This is an optimization exercise on Yosys and OpenROAD, whose aim is small area, not a production implementation. Function was checked by simulation only, so behaviour that the tests miss may differ from the original. Power is estimated from default activity; no workload was simulated.

// ALU_TOP
module ALU_TOP (
  input  wire [15:0] A,
  input  wire [15:0] B,
  input  wire [3:0]  alu_fun,
  input  wire        clk,
  input  wire        rest,
  output wire [15:0] ari_out,
  output wire        carry_out,
  output wire        ari_flag,
  output wire [15:0] log_out,
  output wire        log_flag,
  output wire [15:0] cmp_out,
  output wire        cmp_flag,
  output wire [15:0] shift_out,
  output wire        shift_flag
);
  wire inv, i_mul, i_dv, i_v1, i_v0, i_nv1, i_nv0;
  wire [16:0] cc;
  wire [15:0] e;
  wire eq;
  dec_pre u_dec (.f(alu_fun), .inv(inv), .cin(cc[0]), .mul(i_mul), .dv(i_dv),
                 .v1(i_v1), .v0(i_v0), .nv1(i_nv1), .nv0(i_nv0),
                 .ari_flag(ari_flag), .log_flag(log_flag), .shift_flag(shift_flag));
  genvar k;
  generate
    for (k = 0; k < 16; k = k + 1) begin : g_cmp
      cmp_bit u_c (.a(A[k]), .b(B[k]), .inv(inv), .ci(cc[k]), .co(cc[k+1]), .e(e[k]));
    end
  endgenerate
  eq_tree u_eq (.e(e), .eq(eq));
  wire c_next1, c_next0;
  ...
Size in the first run: about 110 I/O pins, ~6900 um2 of cells after synthesis.
Settings: LEC_CHECK=0, CAP_MARGIN=20, CORE_MARGIN=2, CORE_UTILIZATION=75, SLEW_MARGIN=20, SYNTH_HIERARCHICAL=1; clock period 35.0 ns.
standard.sh (not shown) runs the stock make flow with config.mk's settings and CLKGATE_MAP_FILE= SYNTH_SCRIPT=/design/flow/synth_recipe.tcl, a recipe that flattens the netlist after the stock synthesis.
==> flow/flow/run.sh <==
#!/bin/bash
# Standard ORFS layout (standard.sh, with its unchanged synthesis), except:
#  - port buffers use the smallest buffer cell, not the one buffer_ports picks;
#  - the clock tree uses clkbuf_8 cells and no dummy loads (the tree stays
#    balanced by CTS as usual).
set -euo pipefail
bash standard.sh \
  "BUFFER_PORTS_ARGS=-buffer_cell sky130_fd_sc_hd__buf_1" \
  "CTS_ARGS=-sink_clustering_enable -repair_clock_nets -dont_use_dummy_load -buf_list sky130_fd_sc_hd__clkbuf_8" \
  finish > standard_flow.log 2>&1
Then changed:
CORE_UTILIZATION = 60   (was 75)
GPL_TIMING_DRIVEN = 0   (was default)
=>
- maximum frequency came out higher by 0.87%
- clock-buffer cell count stays the same
- routed wire length came out lower by 1.5%
Then changed:
CORE_UTILIZATION = 40   (was 60)
GPL_TIMING_DRIVEN = default   (was 0)
What happened:
- The changed run finished clean
- final area barely changes
- worst setup slack gets worse by 0.050 ns
- wire length is higher by a few percent
- final cell count is higher by a little under a tenth
- fmax hardly moves
- total power falls slightly
- via count came out lower by a few percent
- first-iteration DRC count is lower by well over a third
- flip-flop and latch count stays the same
- global-route usage shrinks by 8.7 points
Then changed:
CORE_UTILIZATION = 60   (was 40)
Outcome: Power climbs by 1.1%. Count of clock-buffer cells in the layout is unchanged. Die area drops by 32%. Flip-flop and latch count does not change. Sequential power drops by about 0.6%. First-iteration DRC count climbs by 48%. Maximum frequency drops by 0.74%. Non-clock buffer count drops by 5. Synthesized cell count does not change.
Then changed:
--- a/flow/flow/run.sh
+++ b/flow/flow/run.sh
@@ -8,3 +8,3 @@
   "BUFFER_PORTS_ARGS=-buffer_cell sky130_fd_sc_hd__buf_1" \
-  "CTS_ARGS=-sink_clustering_enable -repair_clock_nets -dont_use_dummy_load -buf_list sky130_fd_sc_hd__clkbuf_8" \
+  "CTS_ARGS=-sink_clustering_enable -repair_clock_nets -dont_use_dummy_load -sink_clustering_size 25 -buf_list sky130_fd_sc_hd__clkbuf_8" \
   finish > standard_flow.log 2>&1
Total power is unchanged.
Sequential power stays flat.
Flip-flop and latch count is unchanged.
Worst setup slack does not change.
Global-route usage is unchanged.
Synthesized cell count is unchanged.
Die area does not change.
Final area is unchanged.
Count of clock-buffer cells in the layout is unchanged.
Then changed:
--- a/flow/flow/run.sh
+++ b/flow/flow/run.sh
@@ -8,3 +8,3 @@
   "BUFFER_PORTS_ARGS=-buffer_cell sky130_fd_sc_hd__buf_1" \
-  "CTS_ARGS=-sink_clustering_enable -repair_clock_nets -dont_use_dummy_load -sink_clustering_size 25 -buf_list sky130_fd_sc_hd__clkbuf_8" \
+  "CTS_ARGS=-sink_clustering_enable -repair_clock_nets -dont_use_dummy_load -buf_list sky130_fd_sc_hd__clkbuf_8" \
   finish > standard_flow.log 2>&1
CAP_MARGIN = 5   (was 20)
SLEW_MARGIN = 5   (was 20)
Non-clock buffer count does not change. Sequential power barely changes. Cell count stays the same. Via count does not change. Fmax stays the same. Final area does not change. Core utilization does not change. Clock power barely changes. Combinational power is about the same.

what the ideal ports hide:
The flow's constraints put no driver on any port. The routed layouts listed below were extracted and timed again, unchanged, in two steps. Step 1 (the two cells are an assumption about what drives the block):
set clk [get_ports {clk}]
set_driving_cell -lib_cell sky130_fd_sc_hd__clkbuf_16 $clk
set_driving_cell -lib_cell sky130_fd_sc_hd__buf_2 [delete_from_list [all_inputs] $clk]
Step 2 also shifts input and output timing later by t, the mid clock arrival at the registers, as if the neighbouring blocks saw the same clock. Slacks: ideal ports / drivers / drivers and shift; pairs: ideal ports / drivers.
run	shift t [ns]	setup WS [ns]	clock arrival spread, ns	pins driven straight from the clock port
the first run	0.329	1.264 / 1.274 / 0.945	0.026 / 0.026	1
the second run	0.307	1.556 / 1.563 / 1.255	0.011 / 0.011	1
the third run	0.317	1.505 / 1.512 / 1.195	0.013 / 0.014	1
the fourth run	0.319	1.257 / 1.268 / 0.949	0.017 / 0.017	1
the fifth run	0.319	1.257 / 1.268 / 0.949	0.017 / 0.017	1
the sixth run	0.319	1.257 / 1.268 / 0.949	0.017 / 0.017	1
After both steps setup and hold are still met in every run listed. For the first run, which loses most, drivers alone change the setup slack by +0.010 ns; drivers and shift together by -0.319 ns.
